Background: an optimization exercise with open tools, aiming at small area and a short achievable clock period. Do not read the settings as production practice. Only simulation tests tie the RTL to the original design; equivalence was not proved. Power figures rest on the tool's default switching activity, not on a simulated workload.

==> flow/design.v, too long to show whole: its modules and the start of the top module <==
// module trash_compactor_part1: 1406 lines
module trash_compactor_part1 (
    input clk,
    input rst,
    input [31:0] data_in,
    input op,
    input valid_in,
    output ready,
    output reg finished,
    output reg [63:0] result
);
  // ...
==> flow/flow/run.sh <==
#!/bin/bash
# Layout: the standard flow with the standard synthesis; the later steps
# repair setup timing towards a slack of 6.5 ns (a shorter achieved period),
# the port buffers start as buf_2 (resized later where timing needs it), and
# the clock tree is built without dummy balancing loads.
set -euo pipefail
bash standard.sh synth > synth.log 2>&1
bash standard.sh SETUP_SLACK_MARGIN=6.5 "BUFFER_PORTS_ARGS=-buffer_cell sky130_fd_sc_hd__buf_2" \
  "CTS_ARGS=-sink_clustering_enable -repair_clock_nets -sink_clustering_size 24 -sink_clustering_max_diameter 100 -dont_use_dummy_load" \
  finish > layout.log 2>&1
==> flow/standard.sh <==
#!/bin/bash
# synth_recipe.tcl (not shown) runs the flow's synth.tcl, then flattens the netlist and writes it again
# the make line also repeats each setting of config.mk as NAME=value (left out here)
make -C /OpenROAD-flow-scripts/flow DESIGN_CONFIG=/design/flow/config.mk WORK_HOME=/design/flow/orfs CLKGATE_MAP_FILE= SYNTH_SCRIPT=/design/flow/synth_recipe.tcl "${@:-finish}"
==> flow/config.mk <==
export PLATFORM = sky130hd
export DESIGN_NAME = trash_compactor_part1
export DESIGN_NICKNAME = trash_compactor_part1
export VERILOG_FILES = /design/flow/design.v
export SDC_FILE = /design/flow/constraint.sdc
export NUM_CORES = 4
export LEC_CHECK = 0
export CAP_MARGIN = 20
export CORE_MARGIN = 2
export CORE_UTILIZATION = 40
export PLACE_DENSITY = 0.6
export SLEW_MARGIN = 20
==> flow/constraint.sdc <==
create_clock -name core_clock -period 10.0 [get_ports {clk}]
set_input_delay 2.0000 -clock core_clock [delete_from_list [all_inputs] [get_ports {clk}]]
set_output_delay 2.0000 -clock core_clock [all_outputs]
set_load 0.01 [all_outputs]
==> summary.txt, run 1 <==
Yosys
  – Mux contribution to synthesized area: 2.435%
  – Yosys cell types: 69
  – Syn Area/Cell: 10.08 sq um
  – Syn Inst Count: 3059
  – Simple-gate area share of the yosys netlist: 11.41%

Clock network
  – Clk slew on worst S/H paths: roughly 0.09 ns
  – Max Root-Sink Buffers: 3

Route
  – Total wire length: ~75000 microns
  – WL met3: roughly 3300 microns
  – 1st-iter DRT viols: 1234
  – DR vias: 20620

Critical path
  – Buf/Inv on CP: 3
  – FF-to-FF End: r2_1[14]
  – CP Capture Point: r2_1[14]
  – CP delay by family, top: adder cells

Final layout
  – Clock buffer count: 23
  – Layout Nets: approximately 3700
  – Clock-cell share: about 1.7%
  – Sequential standard cell area: 8367 sq um

Run status
  – Outcome: complete, no violations

Power and ir drop
  – Psw: 2490 uW
  – Total combinational power: around 3000 uW
  – P_leak: roughly 0.015 uW
  – Switching share of total power: about two fifths

Placement
  – IO Port Bufs: 100

GRT
  – Initial antenna violation count: 0
  – Global Route met3 Usage: 2.146%
  – Vias in the first global route: 21016

Die
  – Tapcell Cnt: 1030
==> run 2, diff against run 1 <==
==> flow/flow/run.sh (replaced) <==
#!/bin/bash
# Layout: the standard flow with the standard synthesis; the later steps
# repair setup timing towards a slack of 6.75 ns (a shorter achieved period),
# the port buffers start as buf_2 (resized later where timing needs it), and
# the clock tree is built without dummy balancing loads.
set -euo pipefail
bash standard.sh synth > synth.log 2>&1
bash standard.sh SETUP_SLACK_MARGIN=6.75 "BUFFER_PORTS_ARGS=-buffer_cell sky130_fd_sc_hd__buf_2" \
  "CTS_ARGS=-sink_clustering_enable -repair_clock_nets -sink_clustering_size 24 -sink_clustering_max_diameter 100 -dont_use_dummy_load" \
  finish > layout.log 2>&1
==> summary.txt, run 2 <==
GRT
  – M2 GR Usage: 33.86% (was 33.45%)
  – Vias in the first global route: 21668 (was 21016)
  – Global Route met3 Usage: 2.453% (was 2.146%)
  – Total grt overflow: 0 (unchanged)
  – Largest net degree at the start of global routing: 72 (was 84)
  – First-pass GRT wire length: 121200 microns (was 117700 microns)
  – GR peak layer: met2 (unchanged)
  – GR Layer Usage met1: 24.63% (was 24.35%)
  – Tot GR Track Use: 19.48% (was 18.88%)
  – Initial antenna violation count: 0 (unchanged)

Final layout
  – Fillers: 7155 (was 7335)
  – Biggest register: result (unchanged)
  – Regs by FF count: result: 64 flops, r4_0: 42 flops, r4_1: 41 flops (unchanged)
  – Most frequent cells in the layout: fa_1 (371), inv_1 (362), dfxtp_1 (341) (was fa_1 (408), inv_1 (381), dfxtp_1 (350))
  – Post-layout util: 46.70% (was 44.59%)
  – Share of cells above drive strength 1: 20.03% (was 12.54%)
  – Commonest non-fill, non-tap cell in the layout: fa_1 (unchanged)
  – Area growth, synth to finish: 15.21% (was 10.01%)
  – Layout Nets: 3796 (was 3736)
  – Final Cell Area: 35530 sq um (was 33920 sq um)
  – Max FFs per register: 64 (unchanged)
  – Finished Layout Cells: 4217 (was 4157)

Die
  – Initial Util: 40.53% (unchanged)
  – Die Wd: 281.7 microns (unchanged)
  – Core area: 76080 sq um (unchanged)
  – Cell row count: 101 (unchanged)
  – Top Ports: 102 (unchanged)
  – Die area: 79330 sq um (unchanged)
  – Die height: 281.7 microns (unchanged)

Power and ir drop
  – Clock power share: 15.1% (was 15.2%)
  – Psw: 2586 uW (was 2490 uW)
  – Logic pwr share: 49.8% (was 48.4%)
  – Switching share of total power: 40.54% (was 40.51%)
  – PD cells: 179.5 nW/um^2 (was 181.2 nW/um^2)
  – Worst IR Drop VDD: 0.2128 mV (was 0.1866 mV)
  – Part of the power in registers: 35.1% (was 36.3%)
  – Pint: 3792 uW (was 3656 uW)
  – P_leak: 0.01556 uW (was 0.01504 uW)

Route
  – DR vias: 21261 (was 20620)
  – First drt pass iteration count: 5 (unchanged)
  – Per-cell routed wire length: 18.68 microns (was 17.94 microns)
  – DR vias/cell: 5.042 (was 4.960)
  – Antenna Nets Post-Route: 0 (unchanged)
  – 1st-iter DRT viols: 1153 (was 1234)
  – Total wire length: 78760 microns (was 74590 microns)
  – DRC: 0 (unchanged)

Hold path
  – Hold Path End: f2 (unchanged)
  – Hold WC Path Type: reg -> reg (unchanged)
  – Min-delay src: f1 (unchanged)
  – Hold depth: 0 (unchanged)

Yosys
  – Syn Area/Cell: 10.08 sq um (unchanged)
  – Number of synthesized flops with an enable pin: 28 (unchanged)
  – Syn Nets: 3667 (unchanged)
  – XOR/XNOR share of the synthesized area: 8.748% (unchanged)
  – Simple-gate area share of the yosys netlist: 11.41% (unchanged)
  – Largest area contributor in the netlist: fa_1 (unchanged)
  – Syn Inst Count: 3059 (unchanged)
  – Most frequent cells after synthesis: fa_1 (410), inv_1 (384), dfxtp_1 (373) (unchanged)
  – Synth Register Bits: 401 (unchanged)
  – Main combinational cell family by area after synthesis: adder cells (unchanged)
  – Synth Area in Compound Gates: 10.13% (unchanged)
  – YS warnings: 1 (unchanged)
  – Post-Synth Adder-Cell Area: 33.26% (unchanged)
  – Post-synth top area share: 26.62% (unchanged)
  – Yosys cell types: 69 (unchanged)
  – Synth async-reset ratio: 0% (unchanged)
  – Mux contribution to synthesized area: 2.435% (unchanged)
  – Synthesized area: 30840 sq um (unchanged)
  – Ys flop type: dfxtp_1 (unchanged)
  – Top-count cell post-synth: fa_1 (unchanged)
  – Seq/Total Area, Yosys: 26.94% (unchanged)
  – Synth top area cells: fa_1 (27%), dfxtp_1 (24%), ha_1 (6.6%) (unchanged)

Clock network
  – Root Buffer: clkbuf_16 (unchanged)
  – Max Root-Sink Buffers: 3 (unchanged)
  – CTS tree: built (unchanged)
  – Clk Latency, worst-skew pair: 0.59 ns (about the same)
  – H-tree depth: 1 (unchanged)
  – Num Clock Sinks: 401 (unchanged)
  – Num CTS Buffers: 24 (was 23)
  – Clk slew on worst S/H paths: 0.09 ns (about the same)

Timing
  – Worst-case clock skew: 0.05279 ns (was 0.09098 ns)
  – Max Slew Vio Count: 0 (unchanged)
  – Max Fclk: 290.3 MHz (was 285.5 MHz)
  – Setup TNS: 0 ns (unchanged)
  – Least-Margin Pin Slew: 0.7884 ns (was 0.9112 ns)
  – Worst rel slew slack: 47.44% (was 39.25%)
  – RSZ-0062 raised after global routing: true (unchanged)
  – Final Hold Viols: 0 (unchanged)
  – Tmin final: 3.444 ns (was 3.502 ns)
  – Final setup vio count: 0 (unchanged)
  – PnR worst setup slack: 6.556 ns (was 6.498 ns)
  – Final period utilization: 34.44% (was 35.02%)

Critical path
  – Critical path startpoint category: flip-flop (unchanged)
  – Worst reg2reg path depth: 9 (was 10)
  – CP Data Arrival Time: 3.91 ns (was 4.03 ns)
  – CP max FO: 8 (unchanged)
  – Reg2reg start: op1 (unchanged)
  – Critical Path RT: 10.47 ns (was 10.53 ns)
  – FF-to-FF End: r2_1[13] (was r2_1[14])
  – Critical Path Sink Type: flip-flop (unchanged)
  – WS Path Type: reg -> reg (unchanged)
  – R2R Setup Slk: 6.56 ns (was 6.50 ns)
  – CP startpoint: op1 (unchanged)

Placement
  – Dpl ws: 5.954 ns (was 5.919 ns)
  – IO Port Bufs: 100 (unchanged)
  – Post-DP Area: 32230 sq um (was 32170 sq um)
  – Detail Placement HPWL: 55830 microns (was 55350 microns)
  – GP Congestion: 0.8656 (was 0.8434)
  – Total placed cells including tap cells: 4032 (was 4033)

Run status
  – Outcome: complete, no violations (unchanged)

Run
  – Max-Cap Viols: 0 (unchanged)
run 2: how the worst max path moves through the flow:
stage / to / slack (ns) / cells after the start
floorplan: r2_1[14] / 6.58 / 12
global placement: creg[5] / 6.00 / 15
detailed placement: creg[3] / 5.95 / 14
CTS: r2_1[13] / 6.49 / 8
global route: a1[13] / 6.43 / 13
finish: r2_1[13] / 6.56 / 9
run 2: worst max-delay path: stages, from the launching register on:
cell,delay (ns)
dfxtp_4,0.41
nor2b_4,0.25
and2_4,0.19
fa_1,0.43
fa_1,0.49
inv_1,0.05
fa_1,0.49
inv_1,0.05
fa_1,0.55
fa_2,0.42
run 2: metal layers:
metal / share of wire, % / vias to the layer above
li1: - / 9985
met1: 41 / 10467
met2: 49 / 657
met3: 5.5 / 152
met4: 4.2 / 0
met5: 0 / -
run 2: timing repair:
action | CTS | global route
resized for setup | 128 | 208
pin swaps | 40 | 145
hold buffers | 0 | 0
hold endpoints to repair | 0 | 0
setup endpoints to repair | 114 | 87
buffers inserted | 105 | 44
cloned | 3 | 7
run 2: cell families after synthesis:
logic type | Yosys count
buf+inv | 571
xor+xnor | 308
fa+ha+maj | 574
other cells | 1
mux | 68
compound gates | 453
simple gates | 683
flops | 401
run 2: layout make-up:
class | count | area, sq um | share of cell area, %
diodes | 1 | 2.502 | 0.007044
clock buffers | 24 | 600.6 | 1.690
inverters | 385 | 1445 | 4.068
multi-input cells | 2087 | 21250 | 59.81
flip-flops and latches | 401 | 8393 | 23.62
well taps | 1030 | 1289 | 3.628
repair buffers | 289 | 2549 | 7.174
run 2: power groups by stage:
stage / clock, uW / combinational (uW) / sequential [uW]
2_1_floorplan: 0 / 2240 / 2120
3_3_place_gp: 0 / 2870 / 2290
3_5_place_dp: 0 / 2930 / 2290
4_1_cts: 1000 / 3090 / 2240
5_1_grt: 1060 / 3630 / 2270
6_report: 965 / 3170 / 2240
run 2: stage by stage:
step / hold slack (ns) / power [uW]
floorplan: 0.3096 / 4356
global placement: 0.3109 / 5157
detailed placement: 0.3168 / 5222
CTS: 0.3158 / 6329
global route: 0.3338 / 6962
finish: 0.3132 / 6378
==> run 3, diff against run 2 <==
==> flow/flow/run.sh (replaced) <==
#!/bin/bash
# Layout: the standard flow with the standard synthesis; the later steps
# repair setup timing towards a slack of 6.6 ns (a shorter achieved period),
# the port buffers start as buf_2 (resized later where timing needs it), and
# the clock tree is built without dummy balancing loads.
set -euo pipefail
bash standard.sh synth > synth.log 2>&1
bash standard.sh SETUP_SLACK_MARGIN=6.6 "BUFFER_PORTS_ARGS=-buffer_cell sky130_fd_sc_hd__buf_2" \
  "CTS_ARGS=-sink_clustering_enable -repair_clock_nets -sink_clustering_size 24 -sink_clustering_max_diameter 100 -dont_use_dummy_load" \
  finish > layout.log 2>&1
==> summary.txt, run 3 <==
Yosys
  – Synth Register Bits: 401 (unchanged)
  – Seq/Total Area, Yosys: 26.94% (unchanged)
  – Ys flop type: dfxtp_1 (unchanged)
  – Yosys cell types: 69 (unchanged)
  – Top-count cell post-synth: fa_1 (unchanged)
  – Syn Inst Count: 3059 (unchanged)
  – Number of synthesized flops with an enable pin: 28 (unchanged)
  – Most frequent cells after synthesis: fa_1 (410), inv_1 (384), dfxtp_1 (373) (unchanged)
  – Post-synth top area share: 26.62% (unchanged)
  – YS warnings: 1 (unchanged)
  – Synth async-reset ratio: 0% (unchanged)
  – Syn Nets: 3667 (unchanged)
  – Largest area contributor in the netlist: fa_1 (unchanged)
  – Syn Area/Cell: 10.08 sq um (unchanged)
  – Synth top area cells: fa_1 (27%), dfxtp_1 (24%), ha_1 (6.6%) (unchanged)
  – Synthesized area: 30840 sq um (unchanged)

GRT
  – Tot GR Track Use: 19.44% (was 19.48%)
  – Initial antenna violation count: 0 (unchanged)
  – Vias in the first global route: 21590 (was 21668)
  – Total grt overflow: 0 (unchanged)
  – Largest net degree at the start of global routing: 77 (was 72)
  – First-pass GRT wire length: 121000 microns (was 121200 microns)

Route
  – Total wire length: 75930 microns (was 78760 microns)
  – 1st-iter DRT viols: 1071 (was 1153)
  – Per-cell routed wire length: 18.25 microns (was 18.68 microns)
  – Antenna Nets Post-Route: 0 (unchanged)
  – DRC: 0 (unchanged)
  – DR vias: 20668 (was 21261)
  – First drt pass iteration count: 8 (was 5)
  – DR vias/cell: 4.967 (was 5.042)

Hold path
  – Hold WC Path Type: reg -> reg (unchanged)

Clock network
  – Max Root-Sink Buffers: 3 (unchanged)
  – # hold bufs at CTS: 0 (unchanged)
  – Num CTS Buffers: 25 (was 24)
  – Num Clock Sinks: 401 (unchanged)
  – Clk Latency, worst-skew pair: 0.59 ns (about the same)
  – Clk slew on worst S/H paths: 0.10 ns (was 0.09 ns)
  – Root Buffer: clkbuf_16 (unchanged)
  – CTS tree: built (unchanged)
  – H-tree depth: 1 (unchanged)

Power and ir drop
  – PD cells: 183.1 nW/um^2 (was 179.5 nW/um^2)
  – P_leak: 0.01510 uW (was 0.01556 uW)
  – Worst IR Drop VDD: 0.1704 mV (was 0.2128 mV)

Critical path
  – Critical-path top delay cell: fa_1 (unchanged)
  – Critical Path Sink Type: flip-flop (unchanged)
  – Critical path startpoint category: flip-flop (unchanged)
  – CP startpoint: op1 (unchanged)
  – Worst reg2reg path depth: 10 (was 9)
  – CP Data Arrival Time: 3.86 ns (was 3.91 ns)
  – FF-to-FF End: r2_1[14] (was r2_1[13])
  – CP Cell Sequence: nor2b_4 -> nand2_1 -> fa_1 -> inv_2 -> fa_1 -> inv_2 -> fa_2 -> inv_2 -> fa_1 -> fa_2 (was nor2b_4 -> and2_4 -> fa_1 -> fa_1 -> inv_1 -> fa_1 -> inv_1 -> fa_1 -> fa_2)
  – Reg2reg start: op1 (unchanged)
  – Slowest stage delay, CP: 0.56 ns (was 0.55 ns)
  – R2R Setup Slk: 6.57 ns (was 6.56 ns)
  – CP Capture Point: r2_1[14] (was r2_1[13])
  – WS Path Type: reg -> reg (unchanged)
  – CP max FO: 6 (was 8)
  – Critical Path RT: 10.43 ns (was 10.47 ns)

Final layout
  – Share of cells above drive strength 1: 13.25% (was 20.03%)
  – Post-layout util: 44.83% (was 46.70%)
  – Regs by FF count: result: 64 flops, r4_0: 42 flops, r4_1: 41 flops (unchanged)
  – Max FFs per register: 64 (unchanged)
  – Area growth, synth to finish: 10.61% (was 15.21%)
  – Layout Nets: 3741 (was 3796)
  – Commonest non-fill, non-tap cell in the layout: fa_1 (unchanged)
  – Biggest register: result (unchanged)
  – Diode count: 0 (was 1)
  – Most frequent cells in the layout: fa_1 (405), inv_1 (379), dfxtp_1 (352) (was fa_1 (371), inv_1 (362), dfxtp_1 (341))
  – Finished Layout Cells: 4161 (was 4217)

Die
  – Cell row count: 101 (unchanged)
  – Die height: 281.7 microns (unchanged)
  – Initial Util: 40.53% (unchanged)
  – Top Ports: 102 (unchanged)
  – Die Wd: 281.7 microns (unchanged)
  – Core area: 76080 sq um (unchanged)
  – Die area: 79330 sq um (unchanged)

Placement
  – IO Port Bufs: 100 (unchanged)
  – Detail Placement HPWL: 55680 microns (was 55830 microns)
  – Total placed cells including tap cells: 4034 (was 4032)
  – GP Congestion: 0.8784 (was 0.8656)

Timing
  – Final Hold Viols: 0 (unchanged)
  – Worst-case clock skew: 0.04924 ns (was 0.05279 ns)
  – Max Fclk: 291.7 MHz (was 290.3 MHz)
  – Final setup vio count: 0 (unchanged)
  – Worst rel slew slack: 32.53% (was 47.44%)
  – RSZ-0062 raised after global routing: true (unchanged)
  – Max Slew Vio Count: 0 (unchanged)
  – Setup TNS: 0 ns (unchanged)
  – Tmin final: 3.428 ns (was 3.444 ns)
  – Final period utilization: 34.28% (was 34.44%)
  – Least-Margin Pin Slew: 1.008 ns (was 0.7884 ns)

Run
  – Max-Cap Viols: 0 (unchanged)

Run status
  – Outcome: complete, no violations (unchanged)
-- run 3: final cells by class --
class / count / area [sq um]
clock buffer: 25 / 625.6
fill: 7344 / 41970
inverter: 385 / 1445
multi-input combinational: 2087 / 20620
sequential: 401 / 8367
tap: 1030 / 1289
timing repair buffer: 233 / 1758
-- run 3: what timing repair did --
action                                  CTS  global route
buffers inserted                         72            28
resized for setup                        44            53
endpoints found under the setup margin   88            72
gates cloned                              1             1
pin swaps                                17            36
-- run 3: logic make-up (layout without fill, tap and decap cells) --
logic type	Yosys count	after routing	synth area share (%)
compound gates	453	453	10.13
flops	401	401	26.94
mux	68	68	2.435
fa+ha+maj	574	574	33.26
buf+inv	571	643	7.072
other cells	1	1	0.01216
xor+xnor	308	308	8.748
simple gates	683	683	11.41
-- run 3: metrics by stage --
stage / hold slack (ns) / setup WS [ns] / area [sq um] / total power (uW)
global route: 0.3209 / 6.442 / 34110 / 6844
finish: 0.3245 / 6.572 / 34110 / 6246
floorplan: 0.3096 / 6.472 / 30970 / 4347
CTS: 0.3202 / 6.527 / 33590 / 6259
global placement: 0.3142 / 5.985 / 32200 / 5163
detailed placement: 0.3168 / 5.917 / 32200 / 5218
-- run 3: worst min-delay path by stage --
stage	start	endpoint	slack (ns)	depth (start not counted)
final	hi	ph4	0.32	0
after global routing	hi	ph4	0.32	0
after CTS	hi	ph4	0.32	0
after detailed placement	f1	f2	0.32	0
after global placement	f1	f2	0.31	0
after floorplan	d0[0]	a1[0]	0.31	0
-- run 3: worst max-delay path, delay by kind of cell (launching register included) --
family	cells	cell delay [ns]
adders and majority gates	5	2.52
DFF	1	0.39
and+or+nand+nor	2	0.28
buffers and inverters	3	0.12
-- run 3: per-layer routing --
layer	track usage (%)	wire (microns)	part of all wire (%)	vias to the layer above
li1	-	-	-	9889
met3	2.337	3139	4.1	103
met1	25.01	32800	43	10193
met5	0	0	0	-
met2	33.96	37570	49	483
met4	6.288	2416	3.2	0
-- run 3: power by group --
group          switching [uW]  internal, uW
Clock                     540           442
Combinational            1710          1320
Sequential                283          1950
Total                    2530          3710

## what the ideal ports hide
In the flow no input, the clock included, has a driving cell. The finished layouts below were timed again as built, in two steps.
Step 1 assumes that a clkbuf_16 drives the clock port and a buf_2 every other input.
Step 2 moves the port delays by t, midway between the first and last clock arrival at a register: inputs arrive t later, outputs are due t later. That takes back most of the time a late clock gives input paths.
Slacks: ideal / step 1 / step 2; pairs: ideal / step 1.
run | t (ns) | setup WS [ns] | worst setup path after step 2 | latest minus earliest clock arrival (ns) | worst slew at a driven data input, ns
run 1 | 0.611 | 6.498 / 6.498 / 6.183 | input to register | 0.092 / 0.093 | 0.03
run 2 | 0.623 | 6.556 / 6.556 / 6.316 | input to register | 0.054 / 0.054 | 0.04
run 3 | 0.633 | 6.572 / 6.572 / 6.192 | input to register | 0.049 / 0.049 | 0.03
After both steps every run listed still meets setup and hold. The setup slack of run 3, which loses most, moves by 0.000 ns with the drivers and by -0.380 ns with both steps.
